From an optimization exercise on the open Yosys and OpenROAD flow, aimed at small area; shortcuts taken in it are not production practice. The RTL was checked by simulation tests, not by an equivalence proof against the original design. No driver is modelled on the clock port, so clock power and skew are understated where the tree is cut down; a real chip needs a root buffer or a tree. Power and IR drop assume default switching activity.

// reaction_timer_top
module reaction_timer_top(
	input  logic       clk,
	input  logic       rst,
	input  logic       start_stop_btn,
	output logic       led,
	output logic [3:0] an,
	output logic [6:0] seg
);
	localparam logic [1:0] S0 = 2'd0, S1 = 2'd1, S2 = 2'd2, S3 = 2'd3;
	logic [1:0] state;
	logic [15:0] r;	 
	logic btn_d1, btn_d2;
	always_ff @(posedge clk, posedge rst)
		if (rst) btn_d1 <= 1'b0;
		else btn_d1 <= start_stop_btn;
	always_ff @(posedge clk)
		btn_d2 <= btn_d1;
	wire pulse = btn_d1 & ~btn_d2;
	logic [1:0] m4;
	logic [2:0] m5;
	always_ff @(posedge clk, posedge rst)
		if (rst) begin
			m4 <= 2'd0;
			m5 <= 3'd0;
		end else begin
			m4 <= m4 + 2'd1;
			m5 <= m5[2] ? 3'd0 : m5 + 3'd1;
		end
	wire p9  = m5[2] & m4[0] & ~m4[1];	 
	wire p19 = m5[2] & m4[0] &  m4[1];	 
	wire tick = p9;
	logic [1:0] dcnt;
	always_ff @(posedge clk, posedge rst)
		if (rst) dcnt <= 2'd0;
		else if (tick) dcnt <= dcnt + 2'd1;
	logic [2:0] t5;
	assign t5 = r[11:9];
	wire [2:0] t5n = t5[2] ? 3'd0 : t5 + 3'd1;
	wire dtick = p19 & dcnt[0] & t5[2];
	wire inc = (state == S1) ? dtick : (state == S2) ? tick : 1'b0;
	wire bin = (state == S1);
	logic [15:0] rinc;
	logic c1, c2, c3;
	always_comb begin
		logic w0, w1, wb0, wb1;
		w0 = bin ? &r[3:0] : (r[3] & r[0]);
		wb0 = ~bin & r[3] & r[0];
		rinc[0] = ~r[0];
		rinc[1] = (r[1] ^ r[0]) & ~wb0;
		rinc[2] = r[2] ^ (r[1] & r[0]);
		rinc[3] = (r[3] ^ (r[2] & r[1] & r[0])) & ~wb0;
		c1 = w0;
		w1 = bin ? &r[7:4] : (r[7] & r[4]);
		wb1 = ~bin & r[7] & r[4];
		rinc[4] = r[4] ^ c1;
		rinc[5] = (r[5] ^ (c1 & r[4])) & ~(c1 & wb1);
		rinc[6] = r[6] ^ (c1 & r[5] & r[4]);
  ...
Size: ~140 cells after synthesis, about 15 I/O pins, roughly 1300 um^2 of cells after synthesis.
clock: 18.0 ns
lec_check: 0
cap_margin: 20
core_margin: 2
core_utilization: 40
slew_margin: 20
standard.sh (not shown) runs the stock make flow with config.mk's settings and CLKGATE_MAP_FILE= SYNTH_SCRIPT=/design/flow/synth_recipe.tcl, a recipe that flattens the netlist after the stock synthesis.
==> flow/flow/run.sh <==
#!/bin/bash
# Own layout flow: the standard synthesis, then an area-oriented ABC
# re-mapping of the combinational logic only (every flip-flop instance is
# kept as synthesised, with its name and cell), then the standard layout
# with small port buffers and a one-buffer clock tree.
set -euo pipefail
W=$PWD
R=$W/orfs/results/$FLOW_PLATFORM/reaction_timer_top/base
LIB=$FLOW_HOME/platforms/$FLOW_PLATFORM/lib/sky130_fd_sc_hd__tt_025C_1v80.lib

# 1. standard synthesis (netlist only)
bash standard.sh $R/1_2_yosys.v > $W/log_1_synth.txt 2>&1
cp $R/1_2_yosys.v $W/1_2_yosys_standard.v

# 2. re-map the combinational logic for area
#    ABC's deepsyn is run with several seeds; the smallest netlist is kept.
reopt() {
	sed -e "s|@IN@|$W/1_2_yosys_standard.v|" -e "s|@OUT@|$W/reopt_$1.v|" -e "s|@LIB@|$LIB|g" \
		-e "s|@SEED@|$1|" $W/flow/reopt.ys > $W/reopt_$1.ys
	yosys -s $W/reopt_$1.ys > $W/log_2_reopt_$1.txt 2>&1 || true
}
for s in 1 2 3 4; do reopt $s & done; wait
for s in 5 6 7 8; do reopt $s & done; wait
best=""; best_area=""
for s in 1 2 3 4 5 6 7 8; do
	a=$(grep "Chip area" $W/log_2_reopt_$s.txt | tail -n 1 | awk '{print $NF}')
	[[ -n "$a" && -f $W/reopt_$s.v ]] || continue
	if [[ -z "$best" ]] || awk -v a="$a" -v b="$best_area" 'BEGIN{exit !(a<b)}'; then best=$s; best_area=$a; fi
done
echo "reopt: seed $best, area $best_area" > $W/log_2_reopt.txt
cp $W/reopt_$best.v $R/1_2_yosys.v

# 3. standard floorplan and placement from the re-mapped netlist
bash standard.sh \
	"BUFFER_PORTS_ARGS=-buffer_cell sky130_fd_sc_hd__buf_1" \
	$R/3_place.odb $R/3_place.sdc > $W/log_3_place.txt 2>&1

# 4. clock tree: one buffer between the clock port and all flip-flops
MCTS_RESULTS=$R MCTS_LIB=$LIB MCTS_PLATFORM_DIR=$FLOW_HOME/platforms/$FLOW_PLATFORM \
	MCTS_CLK=clk MCTS_CELL=sky130_fd_sc_hd__buf_12 \
	openroad -no_init -exit $W/flow/manual_cts.tcl > $W/log_4_cts.txt 2>&1

# 5. standard routing and finishing
bash standard.sh \
	"BUFFER_PORTS_ARGS=-buffer_cell sky130_fd_sc_hd__buf_1" \
	finish > $W/log_5_finish.txt 2>&1
==> flow/flow/reopt.ys <==
read_liberty -ignore_miss_func @LIB@
read_verilog @IN@
hierarchy -top reaction_timer_top
blackbox sky130_fd_sc_hd__df* sky130_fd_sc_hd__conb_1
flatten
opt_clean -purge
abc -liberty @LIB@ -dont_use sky130_fd_sc_hd__lpflow_* -dont_use sky130_fd_sc_hd__probe* -script +strash;&get,-n;&deepsyn,-T,60,-S,@SEED@;&put;&get,-n;&nf,-R,1000,-p;&put
opt_clean -purge
hilomap -singleton -hicell sky130_fd_sc_hd__conb_1 HI -locell sky130_fd_sc_hd__conb_1 LO
splitnets
opt_clean -purge
stat -liberty @LIB@
write_verilog -noattr -nohex -nodec @OUT@
Other scripts of this flow, unchanged in this note and not shown: flow/flow/manual_cts.tcl
The baseline finished with timing, DRC and antenna clean.
Edit:
--- a/flow/flow/run.sh
+++ b/flow/flow/run.sh
@@ -15,18 +15,5 @@
 # 2. re-map the combinational logic for area
-#    ABC's deepsyn is run with several seeds; the smallest netlist is kept.
-reopt() {
-	sed -e "s|@IN@|$W/1_2_yosys_standard.v|" -e "s|@OUT@|$W/reopt_$1.v|" -e "s|@LIB@|$LIB|g" \
-		-e "s|@SEED@|$1|" $W/flow/reopt.ys > $W/reopt_$1.ys
-	yosys -s $W/reopt_$1.ys > $W/log_2_reopt_$1.txt 2>&1 || true
-}
-for s in 1 2 3 4; do reopt $s & done; wait
-for s in 5 6 7 8; do reopt $s & done; wait
-best=""; best_area=""
-for s in 1 2 3 4 5 6 7 8; do
-	a=$(grep "Chip area" $W/log_2_reopt_$s.txt | tail -n 1 | awk '{print $NF}')
-	[[ -n "$a" && -f $W/reopt_$s.v ]] || continue
-	if [[ -z "$best" ]] || awk -v a="$a" -v b="$best_area" 'BEGIN{exit !(a<b)}'; then best=$s; best_area=$a; fi
-done
-echo "reopt: seed $best, area $best_area" > $W/log_2_reopt.txt
-cp $W/reopt_$best.v $R/1_2_yosys.v
+sed -e "s|@IN@|$W/1_2_yosys_standard.v|" -e "s|@OUT@|$R/1_2_yosys.v|" -e "s|@LIB@|$LIB|g" \
+	$W/flow/reopt.ys > $W/reopt_run.ys
+yosys -s $W/reopt_run.ys > $W/log_2_reopt.txt 2>&1
 
--- a/flow/flow/reopt.ys
+++ b/flow/flow/reopt.ys
@@ -6,3 +6,3 @@
 opt_clean -purge
-abc -liberty @LIB@ -dont_use sky130_fd_sc_hd__lpflow_* -dont_use sky130_fd_sc_hd__probe* -script +strash;&get,-n;&deepsyn,-T,60,-S,@SEED@;&put;&get,-n;&nf,-R,1000,-p;&put
+abc -liberty @LIB@ -dont_use sky130_fd_sc_hd__lpflow_* -dont_use sky130_fd_sc_hd__probe* -script +strash;&get,-n;&deepsyn,-T,60;&put;&get,-n;&nf,-R,1000,-p;&put
 opt_clean -purge
Outcome: Synthesized area rose by 1.4%. Setup slack gets worse by 640 ps. Cell count climbs by 4.0%. Power increases by 16%. Core utilization went up by 0.23 points. Fmax drops by 10%.
No run of this note takes its clock network from TritonCTS; it comes from the design's own scripts or RTL.

-- port drivers added, routing unchanged --
The results above use ideal ports. As a check the final layouts listed here were re-extracted and re-timed, cells and wires unchanged. Step 1 sets driving cells, clkbuf_16 on the clock port and buf_2 on the other inputs (assumed; they add their load-dependent delay and slew). Step 2 adds t to the input delays and takes it off the output delays; t is the mean of the earliest and latest rising clock arrival at the registers after step 1. Input paths then give back, and output paths get back, about the clock's delay inside the block. Three values: no drivers, after step 1, after step 2; two values: the first two.
| run | t (ns) | slack for setup (ns) | hold slack, ns | worst register clock-pin slew, ns | pins driven straight from the clock port |
|---|---|---|---|---|---|
| the first run | 0.165 | 12.251 / 12.222 / 12.387 | 0.378 / 0.378 / 0.378 | 0.11 / 0.11 | 1 |
| the second run | 0.162 | 11.615 / 11.583 / 11.745 | 0.394 / 0.394 / 0.394 | 0.10 / 0.10 | 1 |
After both steps setup and hold are still met in every run listed.
